Optimization exercise on an open flow, not production practice.
RTL: at most simulated, not proved equivalent.
Function not checked: runs 2 to 6.
Power: default activity.

===== config.mk =====
export PLATFORM = sky130hd
export DESIGN_NAME = rv32i_core
export DESIGN_NICKNAME = rv32i_core
export VERILOG_FILES = /design/flow/design.v
export SDC_FILE = /design/flow/constraint.sdc
export NUM_CORES = 8
export LEC_CHECK = 0
export ABC_CLOCK_PERIOD_IN_PS = 3500
export CAP_MARGIN = 30
export CORE_MARGIN = 2
export CORE_UTILIZATION = 40
export GPL_TIMING_DRIVEN = 1
export SLEW_MARGIN = 20

===== constraint.sdc =====
create_clock -name core_clock -period 12.0 [get_ports {Clk}]
set_input_delay 2.4000 -clock core_clock [delete_from_list [all_inputs] [get_ports {Clk}]]
set_output_delay 2.4000 -clock core_clock [all_outputs]
set_load 0.01 [all_outputs]

===== design.v =====
module rv32i_core (
    input  logic Rst,
    input  logic Clk,
    output logic [31:0] imem_addr,
    input  logic [31:0] imem_rdata,
    output logic        dmem_re,
    output logic        dmem_we,
    output logic [1:0]  dmem_size,
    output logic [31:0] dmem_addr,
    output logic [31:0] dmem_wdata,
    input  logic [31:0] dmem_rdata,
    output logic        retire_valid,
    output logic [31:0] retire_pc,
    output logic        retire_we,
    output logic [4:0]  retire_rd,
    output logic [31:0] retire_wdata
);
    localparam int BN   = 8;             
    localparam int TH   = 15;            
    localparam int TW   = TH - 1;
    localparam int GH   = 15;            
    localparam int LW   = 6;             
    localparam logic [LW-1:0] LMAX = '1;
    logic        stall, redirect;
    logic [31:0] pc_f, pcx_f, ia_f;
    logic        first, firstb;
    logic        v_d;
    logic [31:0] ir_d, pc_d;
    logic        pt_d;
    logic [GH:2] ptgt_d;
    logic [31:0] imm_d, timm_d;
    logic        v_e;
    logic [31:0] pc_e, pc4_e, tgt_e;
    logic [GH:2] ptgt_e;
    logic        pt_e;
    logic [31:0] a_e, b_e, sd_e;
    logic        fa_e, fb_e, fs_e, nf_e;
    logic        sub_e, sra_e;
    logic        s_add_e, s_sll_e, s_slt_e, s_sltu_e, s_xor_e, s_srx_e, s_or_e, s_and_e, s_link_e;
    logic        is_br_e, is_jalr_e, is_ld_e, is_st_e, is_ctl_e, we_e;
    logic        c_eq_e, c_lt_e, c_ltu_e, c_inv_e;
    logic        force_tk_e, m_nt_e;
    logic [4:0]  rd_e;
    logic [2:0]  f3_e;
    logic        v_m, re_m, st_m, we_m, is_ld_m, upd_m, tk_m, rdr_m;
    logic [31:0] pc_m, res_m, addr_m, sd_m, tgt_m, rpn_m, rpt_m;
    logic        jalr_m;
    logic [4:0]  rd_m;
    logic        lb_m, lh_m, ls_m;
    logic [1:0]  sz_m;
    logic        ret_v, ret_we;
    logic [31:0] ret_pc, ret_wd;
    logic [4:0]  ret_rd;
    logic [BN-1:0] btb_v;
    logic [TW-1:0] btb_tag [BN];
    logic [GH:2]   btb_tgt [BN];
    logic [1:0]    btb_ctr [BN];
    logic [LW-1:0] btb_it [BN];
    logic [LW-1:0] btb_trip [BN];
    logic [BN-1:0] btb_cf;
    logic [BN-1:0] btb_p;
    logic [BN-1:0] fm;
    logic          f_hit;
    logic [GH:2]   f_tgt;
    logic [31:0]   pc_f4, pc_next;
    always_comb begin
        f_tgt = '0;
        for (int i = 0; i < BN; i++) begin
            fm[i] = btb_v[i] && (btb_tag[i] == pc_f[TH:2]);
            f_tgt = f_tgt | ({(GH-1){fm[i]}} & btb_tgt[i]);
        end
    end
    assign f_hit = |(fm & btb_p);
    assign pc_f4 = pc_f + 32'd4;
    logic [31:0] pc_slow;
    always_comb begin
        if (rdr_m)      pc_slow = !tk_m ? rpn_m : jalr_m ? rpt_m : tgt_m;
        else if (stall) pc_slow = pc_f;
        else if (f_hit) pc_slow = {pc_f[31:GH+1], f_tgt, 2'b00};
        else            pc_slow = pc_f4;
    end
    logic fred_t, fred_n, fred;
    always_comb begin
        if (fred_t)      pc_next = tgt_e;
        else if (fred_n) pc_next = pc4_e;
        else             pc_next = pc_slow;
    end
    always_ff @(posedge Clk or posedge Rst) begin
        if (Rst) first <= 1'b1;
        else     first <= 1'b0;
    end
    always_ff @(posedge Clk or posedge Rst) begin
        if (Rst) firstb <= 1'b0;
        else     firstb <= 1'b1;
    end
    always_ff @(posedge Clk) begin
        ia_f  <= first ? 32'd0 : pc_next;
        pcx_f <= firstb ? pc_next : 32'd0;
    end
    assign pc_f      = pcx_f;
    assign imem_addr = ia_f;
    always_ff @(posedge Clk or posedge Rst) begin
        if (Rst) v_d <= 1'b0;
        else     v_d <= !rdr_m && !fred && !first && (stall ? v_d : 1'b1);
    end
    logic [31:0] pre_imm, pre_timm;
    logic [31:0] q;
    assign q = imem_rdata;
    always_comb begin
        if (q[6:2] == 5'b01000)                            pre_imm = {{20{q[31]}}, q[31:25], q[11:7]};
        else if (q[6:2] == 5'b01101 || q[6:2] == 5'b00101) pre_imm = {q[31:12], 12'b0};
        else                                               pre_imm = {{20{q[31]}}, q[31:20]};
        if (q[6:2] == 5'b11011) pre_timm = {{11{q[31]}}, q[31], q[19:12], q[20], q[30:21], 1'b0};
        else                    pre_timm = {{19{q[31]}}, q[31], q[7], q[30:25], q[11:8], 1'b0};
    end
    always_ff @(posedge Clk) begin
        if (!stall) begin
            ir_d   <= imem_rdata;
            pc_d   <= pc_f;
            pt_d   <= f_hit;
            ptgt_d <= f_tgt;
            imm_d  <= pre_imm;
            timm_d <= pre_timm;
        end
    end
    logic [4:0] op;
    logic [4:0] rd, rs1, rs2;
    logic [2:0] f3;
    logic       i30;
    assign op  = ir_d[6:2];
    assign rd  = ir_d[11:7];
    assign f3  = ir_d[14:12];
    assign rs1 = ir_d[19:15];
    assign rs2 = ir_d[24:20];
    assign i30 = ir_d[30];
    logic is_lui, is_auipc, is_jal, is_jalr, is_br, is_ld, is_st, is_alui, is_alur;
    assign is_lui   = (op == 5'b01101);
    assign is_auipc = (op == 5'b00101);
    assign is_jal   = (op == 5'b11011);
    assign is_jalr  = (op == 5'b11001);
    assign is_br    = (op == 5'b11000);
    assign is_ld    = (op == 5'b00000);
    assign is_st    = (op == 5'b01000);
    assign is_alui  = (op == 5'b00100);
    assign is_alur  = (op == 5'b01100);
    logic writes, use1, use2, use_imm;
    assign writes  = (is_lui | is_auipc | is_jal | is_jalr | is_ld | is_alui | is_alur) && (rd != 5'd0);
    assign use1    = is_jalr | is_br | is_ld | is_st | is_alui | is_alur;
    assign use2    = is_br | is_st | is_alur;
    assign use_imm = ~(is_br | is_alur);
    logic [31:0] imm;
    assign imm = imm_d;
    logic [31:0] rf [32];
    logic [31:0] rv;
    logic [31:0] rf1, rf2, r1, r2;
    assign rf1 = rv[rs1] ? rf[rs1] : 32'd0;
    assign rf2 = rv[rs2] ? rf[rs2] : 32'd0;
    logic [31:0] ld, mv;
    assign mv = is_ld_m ? ld : res_m;
    always_ff @(posedge Clk) begin
        if (v_m && we_m) rf[rd_m] <= mv;
    end
    always_ff @(posedge Clk or posedge Rst) begin
        if (Rst)              rv <= 32'd0;
        else if (v_m && we_m) rv[rd_m] <= 1'b1;
    end
    logic h1e, h1m, h2e, h2m;
    assign h1e = v_e && we_e && (rd_e == rs1);
    assign h1m = v_m && we_m && (rd_m == rs1);
    assign h2e = v_e && we_e && (rd_e == rs2);
    assign h2m = v_m && we_m && (rd_m == rs2);
    assign r1 = h1m ? mv : rf1;
    assign r2 = h2m ? mv : rf2;
    assign stall = v_d && v_e && is_ld_e && ((use1 && h1e) || (use2 && h2e));
    logic [31:0] tgt_d;
    assign tgt_d  = pc_d + timm_d;
    always_ff @(posedge Clk or posedge Rst) begin
        if (Rst) v_e <= 1'b0;
        else     v_e <= v_d && !stall && !rdr_m && !fred;
    end
    always_ff @(posedge Clk) begin
        pc_e   <= pc_d;
        pc4_e  <= pc_d + 32'd4;
        tgt_e  <= tgt_d;
        rd_e   <= rd;
        f3_e   <= f3;
        we_e   <= writes;
        is_br_e   <= is_br;
        is_jalr_e <= is_jalr;
        is_ld_e   <= is_ld;
        is_st_e   <= is_st;
        is_ctl_e  <= is_br | is_jal;
        a_e  <= (use1 && h1e) ? 32'd0 : is_auipc ? pc_d : is_lui ? 32'd0 : r1;
        fa_e <= use1 && h1e;
        nf_e <= !(use1 && h1e) && !(!use_imm && h2e) && !is_jalr;
        b_e  <= use_imm ? imm : h2e ? 32'd0 : r2;
        fb_e <= !use_imm && h2e;
        sd_e <= h2e ? 32'd0 : r2;
        fs_e <= is_st && h2e;
        sub_e    <= (is_alur && f3 == 3'b000 && i30);
        sra_e    <= i30;
        s_add_e  <= !(is_alui | is_alur | is_jal | is_jalr) || ((is_alui | is_alur) && f3 == 3'b000);
        s_sll_e  <= (is_alui | is_alur) && f3 == 3'b001;
        s_slt_e  <= (is_alui | is_alur) && f3 == 3'b010;
        s_sltu_e <= (is_alui | is_alur) && f3 == 3'b011;
        s_xor_e  <= (is_alui | is_alur) && f3 == 3'b100;
        s_srx_e  <= (is_alui | is_alur) && f3 == 3'b101;
        s_or_e   <= (is_alui | is_alur) && f3 == 3'b110;
        s_and_e  <= (is_alui | is_alur) && f3 == 3'b111;
        s_link_e <= is_jal | is_jalr;
        c_eq_e  <= (f3[2] == 1'b0);
        c_lt_e  <= (f3[2:1] == 2'b10);
        c_ltu_e <= (f3[2:1] == 2'b11);
        c_inv_e <= f3[0];
        force_tk_e <= is_jal | is_jalr;
        m_nt_e     <= pt_d;
        pt_e       <= pt_d && !is_jalr;
        ptgt_e     <= ptgt_d;
    end
    logic [31:0] a, b, sd;
    assign a  = ({32{fa_e}} & res_m) | a_e;
    assign b  = ({32{fb_e}} & res_m) | b_e;
    assign sd = ({32{fs_e}} & res_m) | sd_e;
    logic [32:0] sum33;
    logic [31:0] sum;
    assign sum33 = {a, 1'b1} + {b ^ {32{sub_e}}, sub_e};
    assign sum   = sum33[32:1];
    logic eq, lt, ltu;
    assign eq  = (a == b);
    assign lt  = ($signed(a) < $signed(b));
    assign ltu = (a < b);
    logic [31:0] sll, srx;
    logic [32:0] sr33;
    assign sll  = a << b[4:0];
    assign sr33 = $signed({sra_e & a[31], a}) >>> b[4:0];
    assign srx  = sr33[31:0];
    logic [31:0] alu;
    assign alu = ({32{s_add_e}}  & sum)
               | ({32{s_sll_e}}  & sll)
               | ({32{s_slt_e}}  & {31'd0, lt})
               | ({32{s_sltu_e}} & {31'd0, ltu})
               | ({32{s_xor_e}}  & (a ^ b))
               | ({32{s_srx_e}}  & srx)
               | ({32{s_or_e}}   & (a | b))
               | ({32{s_and_e}}  & (a & b))
               | ({32{s_link_e}} & pc4_e);
    logic taken;
    assign taken = is_br_e ? (((c_eq_e & eq) | (c_lt_e & lt) | (c_ltu_e & ltu)) ^ c_inv_e) : force_tk_e;
    logic ve, tgt_ok, red_t, red_n;
    assign ve       = v_e && !rdr_m;
    assign tgt_ok   = pt_e && (tgt_e == {pc_e[31:GH+1], ptgt_e, 2'b00});
    assign red_t    = ve && !tgt_ok;
    assign red_n    = ve && m_nt_e;
    assign redirect = !nf_e && (taken ? red_t : red_n);
    logic eqf, ltf, ltuf, takenf;
    assign eqf    = (a_e == b_e);
    assign ltf    = ($signed(a_e) < $signed(b_e));
    assign ltuf   = (a_e < b_e);
    assign takenf = is_br_e ? (((c_eq_e & eqf) | (c_lt_e & ltf) | (c_ltu_e & ltuf)) ^ c_inv_e) : force_tk_e;
    assign fred_t = nf_e && takenf && red_t;
    assign fred_n = nf_e && !takenf && red_n;
    assign fred   = fred_t || fred_n;
    always_ff @(posedge Clk or posedge Rst) begin
        if (Rst) begin
            rdr_m <= 1'b0;
            v_m   <= 1'b0;
            re_m  <= 1'b0;
            st_m  <= 1'b0;
        end else begin
            rdr_m <= redirect;
            v_m   <= ve;
            re_m  <= ve && is_ld_e;
            st_m  <= ve && is_st_e;
        end
    end
    always_ff @(posedge Clk) begin
        jalr_m  <= is_jalr_e;
        if (is_jalr_e) rpt_m <= sum;
        rpn_m   <= pc4_e;
        pc_m    <= pc_e;
        we_m    <= we_e;
        rd_m    <= rd_e;
        lb_m    <= (f3_e[1:0] == 2'b00);
        lh_m    <= (f3_e[1:0] == 2'b01);
        ls_m    <= !f3_e[2];
        sz_m    <= f3_e[1:0];
        is_ld_m <= is_ld_e;
        res_m   <= alu;
        addr_m  <= sum;
        sd_m    <= sd;
        tgt_m   <= tgt_e;
        upd_m   <= ve && is_ctl_e;
        tk_m    <= taken;
    end
    assign dmem_re    = re_m;
    assign dmem_we    = st_m;
    assign dmem_size  = sz_m;
    assign dmem_addr  = addr_m;
    assign dmem_wdata = sd_m;
    always_comb begin
        ld[7:0] = dmem_rdata[7:0];
        if (lb_m)      ld[15:8] = {8{dmem_rdata[7] & ls_m}};
        else           ld[15:8] = dmem_rdata[15:8];
        if (lb_m)      ld[31:16] = {16{dmem_rdata[7] & ls_m}};
        else if (lh_m) ld[31:16] = {16{dmem_rdata[15] & ls_m}};
        else           ld[31:16] = dmem_rdata[31:16];
    end
    logic [BN-1:0] mm;
    logic          m_hit;
    always_comb begin
        for (int i = 0; i < BN; i++) mm[i] = btb_v[i] && (btb_tag[i] == pc_m[TH:2]);
    end
    assign m_hit = |mm;
    logic [1:0]    c_old, c_new;
    logic [LW-1:0] it_old, tr_old, it_new, tr_new;
    logic          cf_new;
    logic cf_old;
    always_comb begin
        c_old = '0; it_old = '0; tr_old = '0; cf_old = 1'b0;
        for (int i = 0; i < BN; i++) begin
            c_old  = c_old  | ({2{mm[i]}} & btb_ctr[i]);
            it_old = it_old | ({LW{mm[i]}} & btb_it[i]);
            tr_old = tr_old | ({LW{mm[i]}} & btb_trip[i]);
            cf_old = cf_old | (mm[i] & btb_cf[i]);
        end
    end
    always_comb begin
        if (!m_hit) begin
            c_new  = 2'b10;
            it_new = 1;
            tr_new = '0;
            cf_new = 1'b0;
        end else if (tk_m) begin
            c_new  = (c_old == 2'b11) ? c_old : c_old + 2'b01;
            it_new = (it_old == LMAX) ? it_old : it_old + 1'b1;
            tr_new = tr_old;
            cf_new = cf_old;
        end else begin
            c_new  = (c_old == 2'b00) ? c_old : c_old - 2'b01;
            it_new = '0;
            tr_new = it_old;
            cf_new = (it_old == tr_old) && (it_old != LMAX);
        end
    end
    logic          bw_en, bw_tk, bw_new, bw_cf;
    logic [BN-1:0] bw_sel;
    logic [BN-1:0] rr;              
    logic [1:0]    bw_c;
    logic [LW-1:0] bw_it, bw_tr;
    logic [GH:2]   bw_tgt;
    logic [TW-1:0] bw_tag;
    always_ff @(posedge Clk or posedge Rst) begin
        if (Rst) bw_en <= 1'b0;
        else     bw_en <= upd_m && (m_hit || tk_m);
    end
    always_ff @(posedge Clk) begin
        bw_tk  <= tk_m;
        bw_new <= !m_hit;
        bw_sel <= m_hit ? mm : rr;
        bw_c   <= c_new;
        bw_it  <= it_new;
        bw_tr  <= tr_new;
        bw_cf  <= cf_new;
        bw_tgt <= tgt_m[GH:2];
    end
    always_ff @(posedge Clk) begin
        if (upd_m) bw_tag <= pc_m[TH:2];
    end
    always_ff @(posedge Clk or posedge Rst) begin
        if (Rst) begin
            btb_v <= '0;
            rr    <= 1;
        end else if (bw_en && bw_tk) begin
            btb_v <= btb_v | bw_sel;
            if (bw_new) rr <= {rr[BN-2:0], rr[BN-1]};
        end
    end
    always_ff @(posedge Clk) begin
        for (int i = 0; i < BN; i++) begin
            if (bw_en && bw_sel[i]) begin
                btb_ctr[i]  <= bw_c;
                btb_it[i]   <= bw_it;
                btb_trip[i] <= bw_tr;
                btb_cf[i]   <= bw_cf;
                btb_p[i]    <= bw_c[1] && !(bw_cf && bw_it == bw_tr);
                if (bw_tk)  btb_tgt[i] <= bw_tgt;
                if (bw_new) btb_tag[i] <= bw_tag;
            end
        end
    end
    always_ff @(posedge Clk or posedge Rst) begin
        if (Rst) ret_v <= 1'b0;
        else     ret_v <= v_m;
    end
    always_ff @(posedge Clk) begin
        ret_pc <= pc_m;
        ret_we <= we_m;
        ret_rd <= rd_m;
        ret_wd <= mv;
    end
    assign retire_valid = ret_v;
    assign retire_pc    = ret_pc;
    assign retire_we    = ret_we;
    assign retire_rd    = ret_rd;
    assign retire_wdata = ret_wd;
endmodule

===== flow/run.sh =====
#!/bin/bash
set -euo pipefail
export MOVE_PATTERNS='ret_* st_m* re_m* sz_m* sd_m*'
bash standard.sh SETUP_SLACK_MARGIN=8.5 TNS_END_PERCENT=100 MATCH_CELL_FOOTPRINT=0 \
  POST_RESIZE_TCL=$PWD/flow/post_rsz.tcl finish > standard_flow.log 2>&1

===== flow/post_rsz.tcl =====
# Move each flip-flop that drives only an output port's buffer, and whose name
# matches one of MOVE_PATTERNS, next to that buffer (detailed placement then
# legalizes it).
set block [ord::get_db_block]
set moved 0
foreach port [get_ports -filter "direction == output"] {
  set pnet [get_nets [get_full_name $port]]
  foreach drv [get_pins -of_objects $pnet -filter "direction == output"] {
    set buf [get_cells -of_objects $drv]
    set bin [get_pins -of_objects $buf -filter "direction == input"]
    set inet [get_nets -of_objects $bin]
    if {[llength [get_pins -of_objects $inet]] != 2} { continue }
    foreach d2 [get_pins -of_objects $inet -filter "direction == output"] {
      set ff [get_cells -of_objects $d2]
      if {[llength [get_pins -of_objects $ff -filter "name == CLK"]] != 1} { continue }
      set name [get_full_name $ff]
      set hit 0
      foreach pat $::env(MOVE_PATTERNS) { if {[string match $pat $name]} { set hit 1 } }
      if {!$hit} { continue }
      set bi [sta::sta_to_db_inst $buf]
      set fi [sta::sta_to_db_inst $ff]
      lassign [$bi getLocation] x y
      $fi setLocation $x $y
      incr moved
    }
  }
}
puts "post_rsz: moved $moved output flip-flops next to their port buffers"
estimate_parasitics -placement

===== standard.sh =====
#!/bin/bash
# synth_recipe.tcl (not shown) runs the flow's synth.tcl, then flattens the netlist and writes it again
# the make line also repeats each setting of config.mk as NAME=value (left out here)
make -C /OpenROAD-flow-scripts/flow DESIGN_CONFIG=/design/flow/config.mk WORK_HOME=/design/flow/orfs CLKGATE_MAP_FILE= SYNTH_SCRIPT=/design/flow/synth_recipe.tcl "${@:-finish}"

==> out/results.txt, run 1 <==
Result of the run: timing/DRC/antenna clean
Number of global-route vias before repair: 65600
Classification of the worst setup path: reg2out
Post-synth EDFFs: 1543
Arrival time at the worst endpoint: 1.37 ns
Overall fraction of global-route tracks in use: 0.275
Synthesized-area fraction occupied by ao, oa, aoi and oai cells: 0.0773
Post-Synth XOR/XNOR Area: 0.0376
Dominant combinational cell family by area after synthesis: multiplexers
Startpoint Class: register
Total Neg Setup Slack: 0 ns
Number of CTS-inserted buffers: 230
Mux share of post-synthesis cell area: 0.168
Multi-input logic area: 0.0412 mm²
Count of vias placed by the detailed router: 67100
RSZ-0062 raised after global routing: yes
HPWL after detailed placement: 216 mm
Mapped cell area: 0.100 mm²
Yosys top cell area share: 0.462
Max Transition Viols Final: 0
Seq/Total Area, Yosys: 0.602
Most common library cells after synthesis: 1543 x sky130_fd_sc_hd__edfxtp_1, 663 x sky130_fd_sc_hd__mux4_2, 624 x sky130_fd_sc_hd__dfxtp_1, 410 x sky130_fd_sc_hd__nand2_1, 363 x sky130_fd_sc_hd__xnor2_1
Post-route design area: 0.121 mm²
Hold-fix buffers at CTS: 0
Gate count after technology mapping: 6805
Utilization after layout: 0.486
Kind of cell adding the most delay to the critical path: flip-flops
Number of cell rows: 183
Type of destination of the critical path: output pin
Area added between synthesis and finish: 20.7%
Pin count of the biggest net entering global routing: 125
Worst-path cell with the longest stage delay: sky130_fd_sc_hd__dfrtp_1
Maximum cell stage delay along the critical path: 0.37 ns
Part of the cycle the worst path needs: 0.314
Antenna violations before repair: 42
Fraction of final layout cells sized beyond drive strength 1: 0.303
Clock period minus final worst setup slack: 3.77 ns
Via/cell ratio: 6.19
Number of top-level pins: 237
Final Hold Viols: 0
Asr flop ratio synth: 0.0261
Total die area: 0.254 mm²
Chip Width: 504 µm
Post-synthesis share of cell area spent on and, or, nand and nor gates: 0.0675
Cell type with the largest total area after synthesis: sky130_fd_sc_hd__edfxtp_1
Syn_area_per_cell: 14.7 µm²
Number of nets in the layout: 7541
Die Y-Extent: 504 µm
Cell at the root of the clock tree: sky130_fd_sc_hd__clkbuf_16
Clk sink count: 2225
Core box area: 0.249 mm²
Worst slack, placed: 6.68 ns
Crit path max fanout: 1
Total Power Consumption: 19.2 mW
Fraction of the mapped netlist area in adder cells: 0.0248
Dpl cell area: 0.107 mm²
Classification of the worst-slack hold path: reg2reg
Number of max-capacitance violations reported: 0
Antenna-violating nets left: 0
Chain of cells forming the critical path: clkbuf_2
Worst-case clock buffer depth: 3
DRC violations left: 0
Average routed wire per standard cell: 33.3 µm
Total Routed Length: 361 mm
Final setup skew: 0.104 ns
Final setup fails: 0
Level count of the clock H-tree: 4
Buffers added on ports: 234
Pre-antenna DRT Iters: 9
DRC violation total after the first TritonRoute iteration: 8627
Maximum clock frequency: 265 MHz
Pin slew with the least headroom to its limit: 1.13 ns
Worst path setup slack after routing: 8.23 ns
Filler Cells Inserted: 21000
Register cell area after layout: 0.0605 mm²
Effective utilization at floorplan: 0.403
Final RePlAce weighted congestion: 0.963
Leakage power: 42.6 nW
Required arrival time at the worst endpoint: 9.60 ns
Number of buffers and inverters on the critical path: 1
Global-route wire length before repair: 499 mm
Most used flip-flop cell after synthesis: sky130_fd_sc_hd__edfxtp_1
Peak ir drop on the vdd network: 0.153 mV
Count of yosys warnings during synthesis: 6
Main area contributors after synthesis: sky130_fd_sc_hd__edfxtp_1 46%, sky130_fd_sc_hd__mux4_2 15%, sky130_fd_sc_hd__dfxtp_1 12%
Post-synthesis net count: 7068
Areal power density over the cells: 159 mW/mm²
Number of distinct library cells after synthesis: 90
Total gr overflow: 0
Reg clk slew, reported paths: 0.07 ns
Insertion delay to the later sink of the worst-skew pair: 0.91 ns
Relative max-transition margin: 0.240
Register bit count reported by yosys: 2225
Most common cell in the synthesized netlist: sky130_fd_sc_hd__edfxtp_1
Clock tree from TritonCTS: built
==> sequential cells by signal, summed over array words and instances, names as in the netlist, 48 cells and up, named ones only <==
register and cells:
rf 1024, btb_trip 48, btb_tag 112, btb_it 48, btb_tgt 112
==> what timing repair did <==
action / 4_1_cts / 5_1_grt
setup buffers: 138 / 74
cloned: 44 / 6
endpoints found under the hold margin: 0 / 0
resized for setup: 1137 / 279
setup endpoints to repair: 1325 / 541
pin swaps: 104 / 92
==> final cells by class <==
cell class	count	share of cell area
Antenna cell	23	0.000476
Clock buffer	317	0.0541
Clock inverter	122	0.0118
Inverter	155	0.00513
Multi-Input combinational cell	4030	0.340
Sequential cell	2225	0.501
Tap cell	3330	0.0345
Timing Repair Buffer	635	0.0526
Timing Repair inverter	1	0.0000931
==> placed cells by master, fill, tap and decap left out, drive strengths merged, types with 151 or more instances in the layout <==
master | synthesis | final
nand2 | 410 | 411
o21ai | 180 | 180
clkbuf | 295 | 346
mux4 | 663 | 663
mux2i | 151 | 151
edfxtp | 1543 | 1543
a21oi | 319 | 319
ha | 196 | 196
xnor2 | 363 | 363
buf | 124 | 544
dfxtp | 624 | 624
inv | 154 | 163
nor2 | 330 | 330
==> final timing paths <==
path	startpoint	end	slack [ns]	cells past startpoint
setup / recovery	ret_v	retire_valid	8.23	1
hold / removal	ptgt_d[7]	ptgt_e[7]	0.32	0
setup reg to reg	fb_e	res_m[26]	8.26	16
hold reg to reg	ptgt_d[7]	ptgt_e[7]	0.32	0
max in group asynchronous	Rst	rv[18]	9.16	3
min in group asynchronous	Rst	ret_v	2.14	3
==> power breakdown <==
| group | switching (mW) | internal [mW] | total, mW | leakage (nW) |
|---|---|---|---|---|
| Combinational | 1.61 | 1.02 | 2.63 | 18.4 |
| Sequential | 0.406 | 8.75 | 9.15 | 20.3 |
| Clock | 3.17 | 4.29 | 7.45 | 3.89 |
==> logic make-up (layout without fill, tap and decap cells) <==
group | count (synthesis) | count (layout)
buffers and inverters | 574 | 1230
AND/OR/NAND/NOR | 1367 | 1368
adder cells (fa/ha/maj) | 198 | 198
multiplexers | 850 | 850
AO/OA/AOI/OAI | 1159 | 1182
other | 2 | 25
XOR/XNOR | 430 | 430
flip-flops | 2225 | 2225
==> per-stage QoR <==
step	cells	hold slack, ns
6_report	10800	0.322
3_3_place_gp	10100	0.313
2_1_floorplan	6805	0.310
5_1_grt	10800	0.326
3_5_place_dp	10100	0.312
4_1_cts	10700	0.325
==> per-layer routing <==
| layer | wire length [µm] | vias up | track usage |
|---|---|---|---|
| met5 | 64 | - | 0 |
| met4 | 23200 | 10 | 0.151 |
| met2 | 164000 | 3929 | 0.427 |
| li1 | - | 27600 | - |
| met1 | 137000 | 34600 | 0.359 |
| met3 | 36100 | 923 | 0.0594 |
Testbench counts, summed over its fixed seeds: cycles 843,059.
==> run 2: changes to the inputs <==
--- a/design.v
+++ b/design.v
@@ -223,6 +223,11 @@
     assign sd = ({32{fs_e}} & res_m) | sd_e;
-    logic [32:0] sum33;
+    logic [31:0] bx;
+    logic [16:0] slo;
+    logic [15:0] shi0, shi1;
     logic [31:0] sum;
-    assign sum33 = {a, 1'b1} + {b ^ {32{sub_e}}, sub_e};
-    assign sum   = sum33[32:1];
+    assign bx   = b ^ {32{sub_e}};
+    assign slo  = {1'b0, a[15:0]} + {1'b0, bx[15:0]} + {16'd0, sub_e};
+    assign shi0 = a[31:16] + bx[31:16];
+    assign shi1 = a[31:16] + bx[31:16] + 16'd1;
+    assign sum  = {({16{slo[16]}} & shi1) | ({16{!slo[16]}} & shi0), slo[15:0]};
     logic eq, lt, ltu;
==> out/results.txt, run 2 <==
Mux share of post-synthesis cell area: 0.168
Hold-fix buffers at CTS: 0
Buffers added on ports: 234
RSZ-0062 raised after global routing: yes
Most common library cells after synthesis: 1543 x sky130_fd_sc_hd__edfxtp_1, 661 x sky130_fd_sc_hd__mux4_2, 624 x sky130_fd_sc_hd__dfxtp_1, 416 x sky130_fd_sc_hd__nor2_1, 373 x sky130_fd_sc_hd__nand2_1
Clock period minus final worst setup slack: 4.18 ns
Insertion delay to the later sink of the worst-skew pair: 0.96 ns
Post-Synth XOR/XNOR Area: 0.0381
Maximum cell stage delay along the critical path: 0.42 ns
DRC violations left: 0
Required arrival time at the worst endpoint: 12.69 ns
Asr flop ratio synth: 0.0261
Number of distinct library cells after synthesis: 96
Pin slew with the least headroom to its limit: 1.11 ns
Number of nets in the layout: 7450
Level count of the clock H-tree: 4
Filler Cells Inserted: 21000
Most common cell in the synthesized netlist: sky130_fd_sc_hd__edfxtp_1
Max Transition Viols Final: 0
Kind of cell adding the most delay to the critical path: compound AO/OA/AOI/OAI gates
Utilization after layout: 0.484
Classification of the worst setup path: reg2reg
Type of destination of the critical path: register
Seq/Total Area, Yosys: 0.606
DRC violation total after the first TritonRoute iteration: 8283
Crit path max fanout: 7
Via/cell ratio: 6.05
Cell type with the largest total area after synthesis: sky130_fd_sc_hd__edfxtp_1
Highest-count cells in the layout ignoring fill and taps: 1543 x sky130_fd_sc_hd__edfxtp_1, 661 x sky130_fd_sc_hd__mux4_2, 462 x sky130_fd_sc_hd__dfxtp_1, 364 x sky130_fd_sc_hd__nand2_1, 355 x sky130_fd_sc_hd__nor2_1
Final RePlAce weighted congestion: 0.959
Chip Width: 503 µm
Total Routed Length: 341 mm
Chain of cells forming the critical path: buf_12 -> buf_12 -> a21oi_2 -> xnor2_1 -> ha_1 -> nand4_1 -> o21ai_1 -> o311ai_2 -> a31oi_1 -> or2_1 -> xor2_1 -> and3_4 -> buf_4 -> nand2_1 -> xnor2_2 -> a211o_1
Multi-input logic area: 0.0402 mm²
Reg clk slew, reported paths: 0.07 ns
Number of cell rows: 183
Synthesized-area fraction occupied by ao, oa, aoi and oai cells: 0.0747
Final setup fails: 0
Number of global-route vias before repair: 63500
Critical path's most frequent cell: sky130_fd_sc_hd__buf_12
Final setup skew: 0.135 ns
Total gr overflow: 0
Switching power share of the total: 0.267
Register bit count reported by yosys: 2225
Combinational power share: 0.134
Main area contributors after synthesis: sky130_fd_sc_hd__edfxtp_1 47%, sky130_fd_sc_hd__mux4_2 15%, sky130_fd_sc_hd__dfxtp_1 13%
Final Hold Viols: 0
Sequential power share: 0.479
Overall fraction of global-route tracks in use: 0.264
Clock power frac: 0.387
Number of max-capacitance violations reported: 0
Area added between synthesis and finish: 20.7%
Dominant combinational cell family by area after synthesis: multiplexers
Maximum clock frequency: 239 MHz
Internal Pwr Total: 13.8 mW
Global-route wire length before repair: 474 mm
Number of buffers and inverters on the critical path: 3
Most used flip-flop cell after synthesis: sky130_fd_sc_hd__edfxtp_1
Total die area: 0.253 mm²
Startpoint Class: register
Register cell area after layout: 0.0606 mm²
Classification of the worst-slack hold path: reg2reg
Most common cell after layout, fill and taps aside: sky130_fd_sc_hd__edfxtp_1
Switching component of the power: 5.04 mW
Fraction of final layout cells sized beyond drive strength 1: 0.310
HPWL after detailed placement: 206 mm
Result of the run: timing/DRC/antenna clean
Cell at the root of the clock tree: sky130_fd_sc_hd__clkbuf_16
Gate count after technology mapping: 6720
Total Neg Setup Slack: 0 ns
Die Y-Extent: 503 µm
Antenna-violating nets left: 0
Arrival time at the worst endpoint: 4.87 ns
Registers with the highest flip-flop counts: rf (1024), btb_tag (112), btb_tgt (112)
Count of vias placed by the detailed router: 65000
Post-synthesis net count: 6986
Clk sink count: 2225
Average routed wire per standard cell: 31.7 µm
Largest register FFs: 1024
Areal power density over the cells: 157 mW/mm²
Register with the highest flop count: rf
Worst-case clock buffer depth: 3
Syn_area_per_cell: 14.8 µm²
Number of top-level pins: 237
Leakage power: 42.3 nW
Fraction of the mapped netlist area in adder cells: 0.0255
Clock tree from TritonCTS: built
Worst-path cell with the longest stage delay: sky130_fd_sc_hd__xor2_1
Number of CTS-inserted buffers: 226
Yosys top cell area share: 0.466
Count of yosys warnings during synthesis: 6
Core box area: 0.248 mm²
Relative max-transition margin: 0.263
Post-synth EDFFs: 1543
Pin count of the biggest net entering global routing: 76
Mapped cell area: 0.0994 mm²
Post-synthesis share of cell area spent on and, or, nand and nor gates: 0.0644
Antenna violations before repair: 32
Effective utilization at floorplan: 0.401
Pre-antenna DRT Iters: 5
Part of the cycle the worst path needs: 0.348
Peak ir drop on the vdd network: 0.159 mV
[run 2: logic make-up (layout without fill, tap and decap cells)]
| group | Yosys count | in the layout |
|---|---|---|
| AOI/OAI and AO/OA | 1110 | 1127 |
| xor gates and xnor gates | 432 | 432 |
| adders and majority gates | 201 | 201 |
| buffers and inverters | 567 | 1216 |
| DFF | 2225 | 2225 |
| muxes | 840 | 840 |
| other | 2 | 18 |
| and+or+nand+nor | 1343 | 1343 |
[run 2: cell type report]
class / instances / area share
clock inverter: 123 / 0.0122
timing repair buffer: 633 / 0.0553
antenna: 16 / 0.000334
tap: 3330 / 0.0347
sequential: 2225 / 0.505
clock buffer: 307 / 0.0530
multi-input combinational: 3945 / 0.335
inverter: 153 / 0.00488
[run 2: final timing paths]
check	startpoint	endpoint	cells past startpoint	slack [ns]
worst max-delay path	fb_e	res_m[29]	16	7.82
worst min-delay path	pc_e[4]	pc_m[4]	0	0.29
worst max register to register	fb_e	res_m[29]	16	7.82
worst min register to register	pc_e[4]	pc_m[4]	0	0.29
max in group asynchronous	Rst	first	4	9.41
min in group asynchronous	Rst	re_m	3	1.90
[run 2: per-layer routing]
metal / vias to the layer above / global-route usage / part of all wire
met4: 2 / 0.116 / 0.049
met5: - / 0 / 0.000038
met2: 3451 / 0.425 / 0.48
li1: 27100 / - / -
met1: 33700 / 0.352 / 0.39
met3: 706 / 0.0435 / 0.085
[run 2: what timing repair did]
item,4_1_cts,5_1_grt
gates cloned,36,6
pin swaps,128,80
buffers inserted,140,85
endpoints found under the setup margin,1091,485
gates resized for setup,1096,329
[run 2: through the flow]
step | power [mW] | worst slack (ns) | hold slack, ns | area [µm²] | instances
floorplan | 10.3 | 8.15 | 0.310 | 100000 | 6720
global placement | 11.2 | 6.79 | 0.312 | 106000 | 9994
detailed placement | 11.3 | 6.80 | 0.312 | 106000 | 10000
CTS | 18.8 | 7.95 | 0.293 | 118000 | 10600
global route | 19.4 | 7.73 | 0.303 | 120000 | 10700
finish | 18.9 | 7.82 | 0.291 | 120000 | 10700
[run 2: power by group through the flow]
stage | clock, mW | sequential, mW | combinational (mW)
3_5_place_dp | 0 | 9.14 | 2.12
4_1_cts | 7.41 | 9.02 | 2.33
5_1_grt | 7.73 | 9.05 | 2.65
2_1_floorplan | 0 | 9.01 | 1.25
6_report | 7.30 | 9.04 | 2.53
3_3_place_gp | 0 | 9.17 | 2.05
==> run 3: changes to the inputs <==
--- a/design.v
+++ b/design.v
@@ -41,6 +41,6 @@
     logic        c_eq_e, c_lt_e, c_ltu_e, c_inv_e;
-    logic        force_tk_e, m_nt_e;
+    logic        force_tk_e, m_nt_e, sk_e;
     logic [4:0]  rd_e;
     logic [2:0]  f3_e;
-    logic        v_m, re_m, st_m, we_m, is_ld_m, upd_m, tk_m, rdr_m;
+    logic        v_m, re_m, st_m, we_m, is_ld_m, upd_m, tk_m, rdr_m, skill_m;
     logic [31:0] pc_m, res_m, addr_m, sd_m, tgt_m, rpn_m, rpt_m;
@@ -167,5 +167,5 @@
     logic h1e, h1m, h2e, h2m;
-    assign h1e = v_e && we_e && (rd_e == rs1);
+    assign h1e = v_e && !skill_m && we_e && (rd_e == rs1);
     assign h1m = v_m && we_m && (rd_m == rs1);
-    assign h2e = v_e && we_e && (rd_e == rs2);
+    assign h2e = v_e && !skill_m && we_e && (rd_e == rs2);
     assign h2m = v_m && we_m && (rd_m == rs2);
@@ -178,3 +178,3 @@
         if (Rst) v_e <= 1'b0;
-        else     v_e <= v_d && !stall && !rdr_m && !fred;
+        else     v_e <= v_d && !stall && !rdr_m && !fred && !fkill;
     end
@@ -216,2 +216,3 @@
         m_nt_e     <= pt_d;
+        sk_e       <= is_br && !pt_d && (timm_d == 32'd8);
         pt_e       <= pt_d && !is_jalr;
@@ -223,11 +224,6 @@
     assign sd = ({32{fs_e}} & res_m) | sd_e;
-    logic [31:0] bx;
-    logic [16:0] slo;
-    logic [15:0] shi0, shi1;
+    logic [32:0] sum33;
     logic [31:0] sum;
-    assign bx   = b ^ {32{sub_e}};
-    assign slo  = {1'b0, a[15:0]} + {1'b0, bx[15:0]} + {16'd0, sub_e};
-    assign shi0 = a[31:16] + bx[31:16];
-    assign shi1 = a[31:16] + bx[31:16] + 16'd1;
-    assign sum  = {({16{slo[16]}} & shi1) | ({16{!slo[16]}} & shi0), slo[15:0]};
+    assign sum33 = {a, 1'b1} + {b ^ {32{sub_e}}, sub_e};
+    assign sum   = sum33[32:1];
     logic eq, lt, ltu;
@@ -253,6 +249,7 @@
     assign taken = is_br_e ? (((c_eq_e & eq) | (c_lt_e & lt) | (c_ltu_e & ltu)) ^ c_inv_e) : force_tk_e;
-    logic ve, tgt_ok, red_t, red_n;
-    assign ve       = v_e && !rdr_m;
+    logic ve, skp, tgt_ok, red_t, red_n;
+    assign ve       = v_e && !rdr_m && !skill_m;
+    assign skp      = sk_e && v_d && !pt_d;
     assign tgt_ok   = pt_e && (tgt_e == {pc_e[31:GH+1], ptgt_e, 2'b00});
-    assign red_t    = ve && !tgt_ok;
+    assign red_t    = ve && !tgt_ok && !skp;
     assign red_n    = ve && m_nt_e;
@@ -267,2 +264,5 @@
     assign fred   = fred_t || fred_n;
+    logic fkill, skill;
+    assign fkill  = nf_e && takenf && ve && skp;
+    assign skill  = !nf_e && taken && ve && skp;
     always_ff @(posedge Clk or posedge Rst) begin
@@ -270,2 +270,3 @@
             rdr_m <= 1'b0;
+            skill_m <= 1'b0;
             v_m   <= 1'b0;
@@ -275,2 +276,3 @@
             rdr_m <= redirect;
+            skill_m <= skill;
             v_m   <= ve;
==> out/results.txt, run 3 <==
Number of global-route vias before repair: 65300
Clock period minus final worst setup slack: 3.77 ns
Classification of the worst-slack hold path: reg2reg
Area added between synthesis and finish: 20.0%
Required arrival time at the worst endpoint: 12.61 ns
Asr flop ratio synth: 0.0265
Clock tree from TritonCTS: built
Pre-antenna DRT Iters: 7
Part of the cycle the worst path needs: 0.314
RSZ-0062 raised after global routing: yes
Antenna-violating nets left: 0
Fraction of the mapped netlist area in adder cells: 0.0248
Post-synthesis share of cell area spent on and, or, nand and nor gates: 0.0673
Main area contributors after synthesis: sky130_fd_sc_hd__edfxtp_1 46%, sky130_fd_sc_hd__mux4_2 15%, sky130_fd_sc_hd__dfxtp_1 12%
Number of cell rows: 183
Post-synthesis net count: 7059
DRC violation total after the first TritonRoute iteration: 8018
Count of yosys warnings during synthesis: 6
Chain of cells forming the critical path: clkbuf_16 -> a21oi_4 -> buf_6 -> buf_6 -> xnor2_2 -> ha_1 -> a21o_1 -> a21o_1 -> a21oi_2 -> o21ai_2 -> a221o_1 -> a31oi_4 -> o31ai_4 -> buf_4 -> o21a_1 -> nor2_2 -> xnor2_2 -> buf_4
Total Routed Length: 364 mm
Number of max-capacitance violations reported: 0
Worst slack, placed: 6.67 ns
Highest-count cells in the layout ignoring fill and taps: 1543 x sky130_fd_sc_hd__edfxtp_1, 661 x sky130_fd_sc_hd__mux4_2, 481 x sky130_fd_sc_hd__dfxtp_1, 347 x sky130_fd_sc_hd__nor2_1, 333 x sky130_fd_sc_hd__xnor2_1
Registers with the highest flip-flop counts: rf (1024), btb_tag (112), btb_tgt (112)
Number of top-level pins: 237
End point of the most critical hold path: ret_pc[23]
Global-route wire length before repair: 503 mm
Post-Synth XOR/XNOR Area: 0.0366
Mapped cell area: 0.100 mm²
Cell at the root of the clock tree: sky130_fd_sc_hd__clkbuf_16
Register bit count reported by yosys: 2227
Startpoint of the lowest-slack hold path: pc_m[23]
Most common library cells after synthesis: 1543 x sky130_fd_sc_hd__edfxtp_1, 661 x sky130_fd_sc_hd__mux4_2, 625 x sky130_fd_sc_hd__dfxtp_1, 386 x sky130_fd_sc_hd__nor2_1, 350 x sky130_fd_sc_hd__xnor2_1
Number of CTS-inserted buffers: 229
Internal Pwr Total: 14.1 mW
Switching component of the power: 5.12 mW
Final setup skew: 0.0865 ns
Register with the highest flop count: rf
Insertion delay to the later sink of the worst-skew pair: 0.89 ns
Worst-path cell with the longest stage delay: sky130_fd_sc_hd__dfxtp_4
Combinational power share: 0.132
Worst r2r path cells: 18
Number of nets in the layout: 7534
Largest register FFs: 1024
Level count of the clock H-tree: 4
Pin count of the biggest net entering global routing: 98
Most used flip-flop cell after synthesis: sky130_fd_sc_hd__edfxtp_1
Launching point of the worst reg2reg path: fb_e
Fraction of final layout cells sized beyond drive strength 1: 0.298
Maximum cell stage delay along the critical path: 0.39 ns
Max Transition Viols Final: 0
Pin slew with the least headroom to its limit: 1.08 ns
Antenna violations before repair: 36
Final RePlAce weighted congestion: 0.962
Seq/Total Area, Yosys: 0.602
Sequential power share: 0.475
Endpoint of the worst-slack reg-to-reg timing path: rpt_m[24]
Clock power frac: 0.392
Syn_area_per_cell: 14.8 µm²
Final Hold Viols: 0
Dominant combinational cell family by area after synthesis: multiplexers
Areal power density over the cells: 159 mW/mm²
DRC violations left: 0
Cell type with the largest total area after synthesis: sky130_fd_sc_hd__edfxtp_1
Core box area: 0.249 mm²
Most common cell in the synthesized netlist: sky130_fd_sc_hd__edfxtp_1
Gate count after technology mapping: 6796
Slack of the worst reg-to-reg path: 8.23 ns
Worst path setup slack after routing: 8.23 ns
Crit path max fanout: 7
Worst-case clock buffer depth: 3
Mux share of post-synthesis cell area: 0.169
Result of the run: timing/DRC/antenna clean
Via/cell ratio: 6.17
Type of destination of the critical path: register
Total gr overflow: 0
Number of distinct library cells after synthesis: 100
Yosys top cell area share: 0.462
Most common cell after layout, fill and taps aside: sky130_fd_sc_hd__edfxtp_1
Total Neg Setup Slack: 0 ns
Maximum clock frequency: 265 MHz
Die Y-Extent: 505 µm
Buffers added on ports: 234
Chip Width: 505 µm
Clk sink count: 2227
Overall fraction of global-route tracks in use: 0.277
Total die area: 0.255 mm²
Final setup fails: 0
Classification of the worst setup path: reg2reg
Effective utilization at floorplan: 0.403
Average routed wire per standard cell: 33.6 µm
Startpoint Class: register
Post-synth EDFFs: 1543
Peak ir drop on the vdd network: 0.171 mV
HPWL after detailed placement: 220 mm
Count of cells along the worst hold path: 0
Arrival time at the worst endpoint: 4.38 ns
Reg clk slew, reported paths: 0.06 ns
Leakage power: 42.5 nW
Synthesized-area fraction occupied by ao, oa, aoi and oai cells: 0.0773
Relative max-transition margin: 0.277
Switching power share of the total: 0.267
Count of vias placed by the detailed router: 66700
run 3: critical path, delay by kind of cell, from the launching register on:
| kind | cells | cell delay [ns] |
|---|---|---|
| adders and majority gates | 1 | 0.31 |
| xor gates and xnor gates | 2 | 0.14 |
| AOI/OAI and AO/OA | 9 | 1.76 |
| buffers and inverters | 5 | 0.73 |
| and+or+nand+nor | 1 | 0.15 |
| DFF | 1 | 0.39 |
run 3: repair_timing:
action,CTS,global route
hold buffers,0,0
cloned,44,8
endpoints found under the hold margin,0,0
setup endpoints to repair,1332,468
gates resized for setup,957,309
buffers inserted,139,71
pin swaps,93,93
run 3: power by group through the flow:
stage	registers (mW)	logic (mW)	clock network, mW
2_1_floorplan	9.05	1.24	0
3_3_place_gp	9.21	2.10	0
3_5_place_dp	9.19	2.16	0
4_1_cts	9.09	2.37	7.62
5_1_grt	9.12	2.66	7.92
6_report	9.12	2.54	7.53
run 3: routing by layer:
metal | share of wire | GRT usage | vias to the layer above
met4 | 0.062 | 0.148 | 10
met5 | 0.00019 | 0 | -
met2 | 0.46 | 0.434 | 3692
met1 | 0.38 | 0.364 | 34600
met3 | 0.095 | 0.0568 | 851
li1 | - | - | 27600
run 3: kinds of logic after synthesis:
| group | count (synthesis) |
|---|---|
| xor+xnor | 419 |
| flops | 2227 |
| buf+inv | 575 |
| compound gates | 1148 |
| mux | 863 |
| simple gates | 1364 |
| fa+ha+maj | 198 |
| other cells | 2 |
run 3: worst max path at each step:
stage	slack (ns)	from	end	cells after the start
after CTS	8.17	ia_f[13]	imem_addr[13]	1
after floorplan	8.36	imem_rdata[4]	timm_d[11]	4
after global placement	6.85	dmem_rdata[7]	a_e[8]	8
after global routing	8.15	fb_e	rpt_m[24]	18
final	8.23	fb_e	rpt_m[24]	18
after detailed placement	6.67	dmem_rdata[7]	a_e[9]	8
run 3: layout make-up:
class	count	area, µm²
Antenna cell	10	25.0
Multi-Input combinational cell	4022	40700
Timing Repair Buffer	635	6250
Clock buffer	307	6490
Fill cell	21200	129000
Inverter	155	609
Tap cell	3330	4170
Timing Repair inverter	1	8.76
Sequential cell	2227	60500
Clock inverter	127	1590
run 3: metrics by stage:
| step | hold WS (ns) | power (mW) | area [µm²] | utilization | std cells |
|---|---|---|---|---|---|
| finish | 0.263 | 19.2 | 120000 | 0.484 | 10800 |
| global route | 0.285 | 19.7 | 120000 | 0.484 | 10800 |
| CTS | 0.260 | 19.1 | 118000 | 0.475 | 10700 |
| detailed placement | 0.313 | 11.3 | 107000 | 0.430 | 10100 |
| global placement | 0.314 | 11.3 | 107000 | 0.430 | 10100 |
| floorplan | 0.310 | 10.3 | 101000 | - | 6796 |
==> run 4: changes to the inputs <==
--- a/design.v
+++ b/design.v
@@ -45,3 +45,3 @@
     logic        v_m, re_m, st_m, we_m, is_ld_m, upd_m, tk_m, rdr_m, skill_m;
-    logic [31:0] pc_m, res_m, addr_m, sd_m, tgt_m, rpn_m, rpt_m;
+    logic [31:0] pc_m, res_m, addr_m, sd_m, tgt_m, rpn_m, rptn_m;
     logic        jalr_m;
@@ -76,3 +76,3 @@
     always_comb begin
-        if (rdr_m)      pc_slow = !tk_m ? rpn_m : jalr_m ? rpt_m : tgt_m;
+        if (rdr_m)      pc_slow = !tk_m ? rpn_m : jalr_m ? ~rptn_m : tgt_m;
         else if (stall) pc_slow = pc_f;
@@ -284,3 +284,3 @@
         jalr_m  <= is_jalr_e;
-        if (is_jalr_e) rpt_m <= sum;
+        rptn_m  <= ~sum;     
         rpn_m   <= pc4_e;
==> out/results.txt, run 4 <==
Post-Synth XOR/XNOR Area: 0.0377
Peak ir drop on the vdd network: 0.154 mV
Overall fraction of global-route tracks in use: 0.273
Total Neg Setup Slack: 0 ns
Maximum clock frequency: 262 MHz
Required arrival time at the worst endpoint: 12.81 ns
Chain of cells forming the critical path: buf_6 -> a21o_4 -> inv_4 -> buf_4 -> buf_4 -> ha_1 -> nand2_1 -> o21ai_0 -> o21ai_0 -> o21ai_0 -> a221o_1
Number of max-capacitance violations reported: 0
Total Power Consumption: 19.3 mW
Utilization after layout: 0.485
Buffers added on ports: 234
HPWL after detailed placement: 219 mm
Part of the cycle the worst path needs: 0.318
Final RePlAce weighted congestion: 0.986
Via/cell ratio: 6.12
Highest-count cells in the layout ignoring fill and taps: 1511 x sky130_fd_sc_hd__edfxtp_1, 663 x sky130_fd_sc_hd__mux4_2, 511 x sky130_fd_sc_hd__dfxtp_1, 367 x sky130_fd_sc_hd__xnor2_1, 340 x sky130_fd_sc_hd__nand2_1
Pin slew with the least headroom to its limit: 1.06 ns
Critical path's most frequent cell: sky130_fd_sc_hd__o21ai_0
Chip Width: 505 µm
Largest register FFs: 1024
Number of buffers and inverters on the critical path: 4
Total Routed Length: 361 mm
Clk sink count: 2227
Finished Layout Cells: 10800
Number of nets in the layout: 7538
Classification of the worst-slack hold path: reg2reg
Total gr overflow: 0
Count of yosys warnings during synthesis: 6
Asr flop ratio synth: 0.0265
Startpoint Class: register
Placed Cells: 10100
Count of vias placed by the detailed router: 66400
Post-synthesis share of cell area spent on and, or, nand and nor gates: 0.0657
Number of cell rows: 183
Cell type with the largest total area after synthesis: sky130_fd_sc_hd__edfxtp_1
Worst-case clock buffer depth: 3
Clock period minus final worst setup slack: 3.81 ns
Pre-antenna DRT Iters: 8
Final Hold Viols: 0
Insertion delay to the later sink of the worst-skew pair: 0.90 ns
Antenna violations before repair: 49
Level count of the clock H-tree: 4
Number of global-route vias before repair: 64600
Registers with the highest flip-flop counts: rf (1024), btb_tag (112), btb_tgt (112)
DRC violation total after the first TritonRoute iteration: 9045
Pin count of the biggest net entering global routing: 113
Clock tree from TritonCTS: built
Register bit count reported by yosys: 2227
Fraction of the mapped netlist area in adder cells: 0.0248
Core box area: 0.249 mm²
Synthesized-area fraction occupied by ao, oa, aoi and oai cells: 0.0775
Cell at the root of the clock tree: sky130_fd_sc_hd__clkbuf_16
Final setup skew: 0.0739 ns
Mux share of post-synthesis cell area: 0.169
Number of distinct library cells after synthesis: 101
Classification of the worst setup path: reg2reg
Post-synth EDFFs: 1511
DRC violations left: 0
Main area contributors after synthesis: sky130_fd_sc_hd__edfxtp_1 45%, sky130_fd_sc_hd__mux4_2 15%, sky130_fd_sc_hd__dfxtp_1 13%
Most common cell in the synthesized netlist: sky130_fd_sc_hd__edfxtp_1
Die Y-Extent: 505 µm
Areal power density over the cells: 160 mW/mm²
RSZ-0062 raised after global routing: yes
Yosys top cell area share: 0.453
Number of top-level pins: 237
Fraction of final layout cells sized beyond drive strength 1: 0.306
Register with the highest flop count: rf
Average routed wire per standard cell: 33.3 µm
Antenna-violating nets left: 0
Dominant combinational cell family by area after synthesis: multiplexers
Worst slack, placed: 6.94 ns
Relative max-transition margin: 0.291
Total die area: 0.255 mm²
Global-route wire length before repair: 493 mm
Gate count after technology mapping: 6803
Crit path max fanout: 56
Arrival time at the worst endpoint: 4.62 ns
Effective utilization at floorplan: 0.403
Result of the run: timing/DRC/antenna clean
Post-synthesis net count: 7066
Syn_area_per_cell: 14.7 µm²
Leakage power: 42.7 nW
Final setup fails: 0
Most common library cells after synthesis: 1511 x sky130_fd_sc_hd__edfxtp_1, 663 x sky130_fd_sc_hd__mux4_2, 657 x sky130_fd_sc_hd__dfxtp_1, 388 x sky130_fd_sc_hd__xnor2_1, 344 x sky130_fd_sc_hd__nand2_1
Worst-path cell with the longest stage delay: sky130_fd_sc_hd__o21ai_0
Seq/Total Area, Yosys: 0.599
Most common cell after layout, fill and taps aside: sky130_fd_sc_hd__edfxtp_1
Reg clk slew, reported paths: 0.06 ns
Area added between synthesis and finish: 20.5%
Max Transition Viols Final: 0
Most used flip-flop cell after synthesis: sky130_fd_sc_hd__edfxtp_1
Number of CTS-inserted buffers: 229
Kind of cell adding the most delay to the critical path: compound AO/OA/AOI/OAI gates
Maximum cell stage delay along the critical path: 0.58 ns
Mapped cell area: 0.100 mm²
Worst path setup slack after routing: 8.19 ns
Type of destination of the critical path: register
run 4: cells by family after synthesis:
logic type,count (synthesis)
flip-flops,2227
AND/OR/NAND/NOR,1299
AO/OA/AOI/OAI,1142
multiplexers,862
buffers and inverters,642
XOR/XNOR,431
adder cells (fa/ha/maj),198
other,2
run 4: path summary, 6_finish.rpt:
check,slack [ns],depth (start not counted),start,endpoint
worst max register to register,8.19,11,fb_e,res_m[28]
min in group asynchronous,1.90,3,Rst,ret_v
worst max-delay path,8.19,11,fb_e,res_m[28]
worst min-delay path,0.28,0,pc_e[13],pc_m[13]
worst min register to register,0.28,0,pc_e[13],pc_m[13]
max in group asynchronous,9.51,4,Rst,rr[0]
run 4: through the flow:
step	hold WS (ns)	instance area, µm²
after global placement	0.312	107000
after detailed placement	0.312	107000
after CTS	0.271	118000
after global routing	0.281	121000
after floorplan	0.310	101000
final	0.283	121000
run 4: report_power, final:
group | switching [mW] | total, mW | internal [mW]
logic | 1.60 | 2.57 | 0.977
registers | 0.396 | 9.13 | 8.74
clock network | 3.16 | 7.57 | 4.41
total | 5.15 | 19.3 | 14.1
run 4: area by class of cell:
type,instances,area [µm²]
multi-input combinational,3957,41000
clock buffer,309,6510
timing repair buffer,633,6220
timing repair inverter,1,8.76
inverter,226,876
fill,21200,128000
clock inverter,127,1610
sequential,2227,60300
tap,3330,4170
antenna,35,87.6
run 4: what timing repair did:
item,4_1_cts,5_1_grt
hold endpoints to repair,0,0
setup buffers,128,89
gates resized for setup,1041,355
pin swaps,103,137
gates cloned,35,11
endpoints found under the setup margin,980,472
hold buffers,0,0
run 4: metal layers:
metal	vias up	track usage	wire (µm)
li1	27500	-	-
met1	34100	0.362	137000
met2	3899	0.421	164000
met3	824	0.0599	37900
met4	2	0.146	22000
met5	-	0	14
==> run 5: changes to the inputs <==
==> flow/run.sh (replaced) <==
#!/bin/bash
set -euo pipefail
export MOVE_PATTERNS='ret_* st_m* re_m* sz_m* sd_m*'
bash standard.sh SETUP_SLACK_MARGIN=8.5 TNS_END_PERCENT=100 MATCH_CELL_FOOTPRINT=0 GLOBAL_PLACEMENT_ARGS=-virtual_cts \
  POST_RESIZE_TCL=$PWD/flow/post_rsz.tcl finish > standard_flow.log 2>&1
==> out/results.txt, run 5 <==
Result of the run: timing/DRC/antenna clean
Fraction of the mapped netlist area in adder cells: 0.0248
Total met3 wirelength after detailed routing: 38.0 mm
Number of distinct library cells after synthesis: 101
Post-synthesis net count: 7066
Dominant combinational cell family by area after synthesis: multiplexers
Main area contributors after synthesis: sky130_fd_sc_hd__edfxtp_1 45%, sky130_fd_sc_hd__mux4_2 15%, sky130_fd_sc_hd__dfxtp_1 13%
Die Y-Extent: 505 µm
Insertion delay to the later sink of the worst-skew pair: 0.90 ns
Register bit count reported by yosys: 2227
Most common cell in the synthesized netlist: sky130_fd_sc_hd__edfxtp_1
Gate count after technology mapping: 6803
Total Neg Setup Slack: 0 ns
Arrival time at the worst endpoint: 4.83 ns
Number of max-capacitance violations reported: 0
Most common cell after layout, fill and taps aside: sky130_fd_sc_hd__edfxtp_1
Post-synth EDFFs: 1511
Areal power density over the cells: 159 mW/mm²
Worst-case clock buffer depth: 3
Number of top-level pins: 237
Post-Synth XOR/XNOR Area: 0.0377
Max Transition Viols Final: 0
Peak ir drop on the vdd network: 0.136 mV
Clk sink count: 2227
Chip Width: 505 µm
Final Hold Viols: 0
Final setup skew: 0.0606 ns
Via/cell ratio: 6.16
Startpoint of the lowest-slack hold path: pc_e[10]
Registers with the highest flip-flop counts: rf (1024), btb_tag (112), btb_tgt (112)
Leakage power: 42.5 nW
Cell type with the largest total area after synthesis: sky130_fd_sc_hd__edfxtp_1
Most common library cells after synthesis: 1511 x sky130_fd_sc_hd__edfxtp_1, 663 x sky130_fd_sc_hd__mux4_2, 657 x sky130_fd_sc_hd__dfxtp_1, 388 x sky130_fd_sc_hd__xnor2_1, 344 x sky130_fd_sc_hd__nand2_1
Utilization after layout: 0.482
DRC violations left: 0
Required arrival time at the worst endpoint: 12.78 ns
Crit path max fanout: 5
Startpoint Class: register
Type of destination of the critical path: register
Maximum clock frequency: 247 MHz
Cell at the root of the clock tree: sky130_fd_sc_hd__clkbuf_16
Most used flip-flop cell after synthesis: sky130_fd_sc_hd__edfxtp_1
Antenna violations before repair: 45
Syn_area_per_cell: 14.7 µm²
Total Routed Length: 362 mm
Total gr overflow: 0
Pin count of the biggest net entering global routing: 120
Uppermost signal routing layer after detailed routing: met5
Post-synthesis share of cell area spent on and, or, nand and nor gates: 0.0657
Post-Route M1 WL: 138 mm
Part of the cycle the worst path needs: 0.338
Highest-count cells in the layout ignoring fill and taps: 1511 x sky130_fd_sc_hd__edfxtp_1, 663 x sky130_fd_sc_hd__mux4_2, 519 x sky130_fd_sc_hd__dfxtp_1, 368 x sky130_fd_sc_hd__xnor2_1, 341 x sky130_fd_sc_hd__nand2_1
Routed wire length on met2: 165 mm
Largest register FFs: 1024
Final setup fails: 0
HPWL after detailed placement: 219 mm
Register with the highest flop count: rf
Classification of the worst setup path: reg2reg
Classification of the worst-slack hold path: reg2reg
Number of global-route vias before repair: 64400
Seq/Total Area, Yosys: 0.599
Asr flop ratio synth: 0.0265
Clock period minus final worst setup slack: 4.05 ns
Number of CTS-inserted buffers: 228
Core box area: 0.249 mm²
Number of cell rows: 183
Average routed wire per standard cell: 33.5 µm
Effective utilization at floorplan: 0.403
Global-route wire length before repair: 497 mm
Final RePlAce weighted congestion: 0.975
Total die area: 0.255 mm²
Critical Path Start: fb_e
RSZ-0062 raised after global routing: yes
Count of vias placed by the detailed router: 66700
Mapped cell area: 0.100 mm²
Pre-antenna DRT Iters: 8
Relative max-transition margin: 0.287
Level count of the clock H-tree: 4
Synthesized-area fraction occupied by ao, oa, aoi and oai cells: 0.0775
Area added between synthesis and finish: 19.6%
Antenna-violating nets left: 0
Launching point of the worst reg2reg path: fb_e
Reg clk slew, reported paths: 0.06 ns
DRC violation total after the first TritonRoute iteration: 9206
Mux share of post-synthesis cell area: 0.169
Pin slew with the least headroom to its limit: 1.07 ns
Count of yosys warnings during synthesis: 6
Clock tree from TritonCTS: built
Fraction of final layout cells sized beyond drive strength 1: 0.293
Yosys top cell area share: 0.453
Buffers added on ports: 234
Number of nets in the layout: 7526
Overall fraction of global-route tracks in use: 0.275
[run 5: cell counts after synthesis]
Identical to the previous run, type by type.
[run 5: kinds of logic after synthesis]
group,after synthesis
AND/OR/NAND/NOR,1299
adder cells (fa/ha/maj),198
multiplexers,862
buffers and inverters,642
other,2
flip-flops,2227
AO/OA/AOI/OAI,1142
XOR/XNOR,431
[run 5: worst max-delay path, cell delays in order, from the launching register on]
cell and delay [ns]:
sky130_fd_sc_hd__dfxtp_4 0.40, sky130_fd_sc_hd__buf_12 0.16, sky130_fd_sc_hd__buf_12 0.12, sky130_fd_sc_hd__buf_8 0.12
sky130_fd_sc_hd__a21oi_4 0.23, sky130_fd_sc_hd__inv_2 0.08, sky130_fd_sc_hd__ha_4 0.23, sky130_fd_sc_hd__or4_4 0.56
sky130_fd_sc_hd__nor3_4 0.24, sky130_fd_sc_hd__nand3_4 0.20, sky130_fd_sc_hd__buf_6 0.17, sky130_fd_sc_hd__buf_6 0.10
sky130_fd_sc_hd__a211o_1 0.28, sky130_fd_sc_hd__o21ai_4 0.14, sky130_fd_sc_hd__nor4_4 0.10, sky130_fd_sc_hd__nor2_4 0.18
sky130_fd_sc_hd__nand3_2 0.12, sky130_fd_sc_hd__o211ai_4 0.28, sky130_fd_sc_hd__mux2i_1 0.25
[run 5: stage by stage]
step / std cells / instance area (µm²) / power (mW) / setup slack (ns) / hold WS [ns]
final: 10800 / 120000 / 19.1 / 7.95 / 0.315
after global routing: 10800 / 120000 / 19.6 / 7.94 / 0.328
after CTS: 10700 / 118000 / 18.9 / 8.08 / 0.324
after detailed placement: 10100 / 107000 / 11.4 / 6.93 / 0.312
after global placement: 10100 / 107000 / 11.4 / 7.03 / 0.313
after floorplan: 6803 / 101000 / 10.3 / 8.36 / 0.310
[run 5: cell type report]
| cell class | count | area (µm²) |
|---|---|---|
| antenna | 32 | 80.1 |
| clock buffer | 322 | 6560 |
| clock inverter | 109 | 1250 |
| fill | 21200 | 129000 |
| inverter | 226 | 860 |
| multi-input combinational | 3962 | 40600 |
| sequential | 2227 | 60300 |
| tap | 3330 | 4170 |
| timing repair buffer | 618 | 6130 |
[run 5: timing repair]
action	in CTS	in global routing
gates resized for setup	1004	272
endpoints found under the setup margin	1207	511
hold buffers	0	0
endpoints found under the hold margin	0	0
pin swaps	100	99
setup buffers	135	76
cloned	38	11
[run 5: path summary, 6_finish.rpt]
| kind | slack (ns) | to | cells past startpoint |
|---|---|---|---|
| setup reg to reg | 7.95 | rdr_m | 18 |
| setup / recovery | 7.95 | rdr_m | 18 |
| max in group asynchronous | 9.40 | rr[0] | 4 |
| hold / removal | 0.32 | pc_m[10] | 0 |
| hold reg to reg | 0.32 | pc_m[10] | 0 |
| min in group asynchronous | 1.99 | ret_v | 3 |
[run 5: power breakdown]
group	total (mW)	switching (mW)	internal [mW]
registers	9.13	0.402	8.73
logic	2.60	1.60	1.00
clock network	7.37	3.15	4.22
total	19.1	5.16	13.9
[run 5: layer usage]
metal / global-route usage / vias up
met3: 0.0547 / 823
li1: - / 27500
met2: 0.424 / 3915
met5: 0 / -
met4: 0.146 / 12
met1: 0.366 / 34500
==> run 6: changes to the inputs <==
==> flow/run.sh (replaced) <==
#!/bin/bash
set -euo pipefail
export MOVE_PATTERNS='ret_* st_m* re_m* sz_m* sd_m*'
bash standard.sh SETUP_SLACK_MARGIN=8.3 TNS_END_PERCENT=100 MATCH_CELL_FOOTPRINT=0 \
  POST_RESIZE_TCL=$PWD/flow/post_rsz.tcl finish > standard_flow.log 2>&1
==> out/results.txt, run 6 <==
Classification of the worst-slack hold path: reg2reg
Required arrival time at the worst endpoint: 12.82 ns
Pin slew with the least headroom to its limit: 1.04 ns
Endpoint of the worst-slack reg-to-reg timing path: rdr_m
Startpoint Class: register
Reg clk slew, reported paths: 0.07 ns
Count of cells along the worst hold path: 0
Die Y-Extent: 505 µm
Highest-count cells in the layout ignoring fill and taps: 1511 x sky130_fd_sc_hd__edfxtp_1, 663 x sky130_fd_sc_hd__mux4_2, 516 x sky130_fd_sc_hd__dfxtp_1, 375 x sky130_fd_sc_hd__xnor2_1, 342 x sky130_fd_sc_hd__nand2_1
Number of global-route vias before repair: 63300
Type of destination of the critical path: register
RSZ-0062 raised after global routing: yes
Crit path max fanout: 6
Area added between synthesis and finish: 17.2%
Final Hold Viols: 0
Global-route wire length before repair: 475 mm
Gate count after technology mapping: 6803
Fraction of final layout cells sized beyond drive strength 1: 0.265
Chip Width: 505 µm
Largest register FFs: 1024
Cell type with the largest total area after synthesis: sky130_fd_sc_hd__edfxtp_1
Final setup skew: 0.0831 ns
Overall fraction of global-route tracks in use: 0.260
Number of top-level pins: 237
Register with the highest flop count: rf
Insertion delay to the later sink of the worst-skew pair: 0.92 ns
Registers with the highest flip-flop counts: rf (1024), btb_tag (112), btb_tgt (112)
Asr flop ratio synth: 0.0265
Antenna violations before repair: 45
DRC violation total after the first TritonRoute iteration: 8307
Dominant combinational cell family by area after synthesis: multiplexers
Seq/Total Area, Yosys: 0.599
Areal power density over the cells: 160 mW/mm²
Max Transition Viols Final: 0
Buffers added on ports: 234
Most common cell after layout, fill and taps aside: sky130_fd_sc_hd__edfxtp_1
HPWL after detailed placement: 218 mm
Mux share of post-synthesis cell area: 0.169
End point of the most critical hold path: ptgt_e[6]
Pre-antenna DRT Iters: 6
Result of the run: timing/DRC/antenna clean
Number of distinct library cells after synthesis: 101
Cell at the root of the clock tree: sky130_fd_sc_hd__clkbuf_16
Register bit count reported by yosys: 2227
Pin count of the biggest net entering global routing: 78
Most common library cells after synthesis: 1511 x sky130_fd_sc_hd__edfxtp_1, 663 x sky130_fd_sc_hd__mux4_2, 657 x sky130_fd_sc_hd__dfxtp_1, 388 x sky130_fd_sc_hd__xnor2_1, 344 x sky130_fd_sc_hd__nand2_1
Antenna-violating nets left: 0
Part of the cycle the worst path needs: 0.325
Synthesized-area fraction occupied by ao, oa, aoi and oai cells: 0.0775
run 6: metrics by stage:
stage | instances | hold WS, ns | power (mW) | area [µm²]
2_1_floorplan | 6803 | 0.310 | 10.3 | 100000
3_3_place_gp | 10100 | 0.312 | 11.3 | 107000
3_5_place_dp | 10100 | 0.312 | 11.4 | 107000
6_report | 10700 | 0.314 | 18.8 | 117000
4_1_cts | 10600 | 0.326 | 18.7 | 116000
5_1_grt | 10700 | 0.328 | 19.3 | 117000
run 6: logic make-up (layout without fill, tap and decap cells):
logic type | Yosys count | after routing
buffers and inverters | 642 | 1163
multiplexers | 862 | 862
AO/OA/AOI/OAI | 1142 | 1153
AND/OR/NAND/NOR | 1299 | 1299
adder cells (fa/ha/maj) | 198 | 198
XOR/XNOR | 431 | 431
flip-flops | 2227 | 2227
other | 2 | 26
run 6: critical path, cell delays in order, from the launching register on:
cell,delay [ns]
sky130_fd_sc_hd__dfxtp_1,0.78
sky130_fd_sc_hd__a21o_1,0.51
sky130_fd_sc_hd__ha_1,0.38
sky130_fd_sc_hd__nor3_4,0.25
sky130_fd_sc_hd__buf_12,0.15
sky130_fd_sc_hd__nand3_4,0.13
sky130_fd_sc_hd__or4b_4,0.59
sky130_fd_sc_hd__nor3_4,0.28
sky130_fd_sc_hd__a31o_2,0.18
sky130_fd_sc_hd__nor2_4,0.05
sky130_fd_sc_hd__o21a_1,0.24
sky130_fd_sc_hd__o211ai_4,0.10
sky130_fd_sc_hd__mux2i_1,0.21
run 6: power by group:
group / switching (mW) / internal [mW]
combinational: 1.51 / 0.899
sequential: 0.362 / 8.74
clock: 3.11 / 4.15
run 6: timing repair:
item | CTS | global route
gates resized for setup | 878 | 204
pin swaps | 43 | 47
hold buffers | 0 | 0
cloned | 9 | 11
endpoints found under the setup margin | 665 | 367
buffers inserted | 58 | 33
run 6: worst max path at each step:
stage | start | endpoint | slack [ns] | cells past startpoint
finish | res_m[21] | rdr_m | 8.10 | 12
global route | fb_e | res_m[24] | 8.08 | 17
CTS | fa_e | skill_m | 8.13 | 14
detailed placement | fb_e | skill_m | 6.78 | 13
global placement | fb_e | addr_m[30] | 6.72 | 16
floorplan | fb_e | res_m[30] | 8.30 | 18
run 6: per-layer routing:
layer | vias to the layer above | routed length, µm | global-route usage
li1 | 27100 | - | -
met1 | 33700 | 134000 | 0.340
met2 | 3507 | 161000 | 0.412
met3 | 771 | 31900 | 0.0510
met4 | 8 | 18900 | 0.135
met5 | - | 138 | 0
run 6: layout make-up:
| cell class | count | area, µm² | share of cell area |
|---|---|---|---|
| clock inverters | 116 | 1170 | 0.00995 |
| multi-input cells | 3945 | 39500 | 0.336 |
| flip-flops and latches | 2227 | 60200 | 0.513 |
| inverters | 226 | 863 | 0.00735 |
| diodes | 24 | 60.1 | 0.000511 |
| repair buffers | 502 | 4910 | 0.0418 |
| well taps | 3330 | 4170 | 0.0355 |
| clock buffers | 319 | 6610 | 0.0563 |
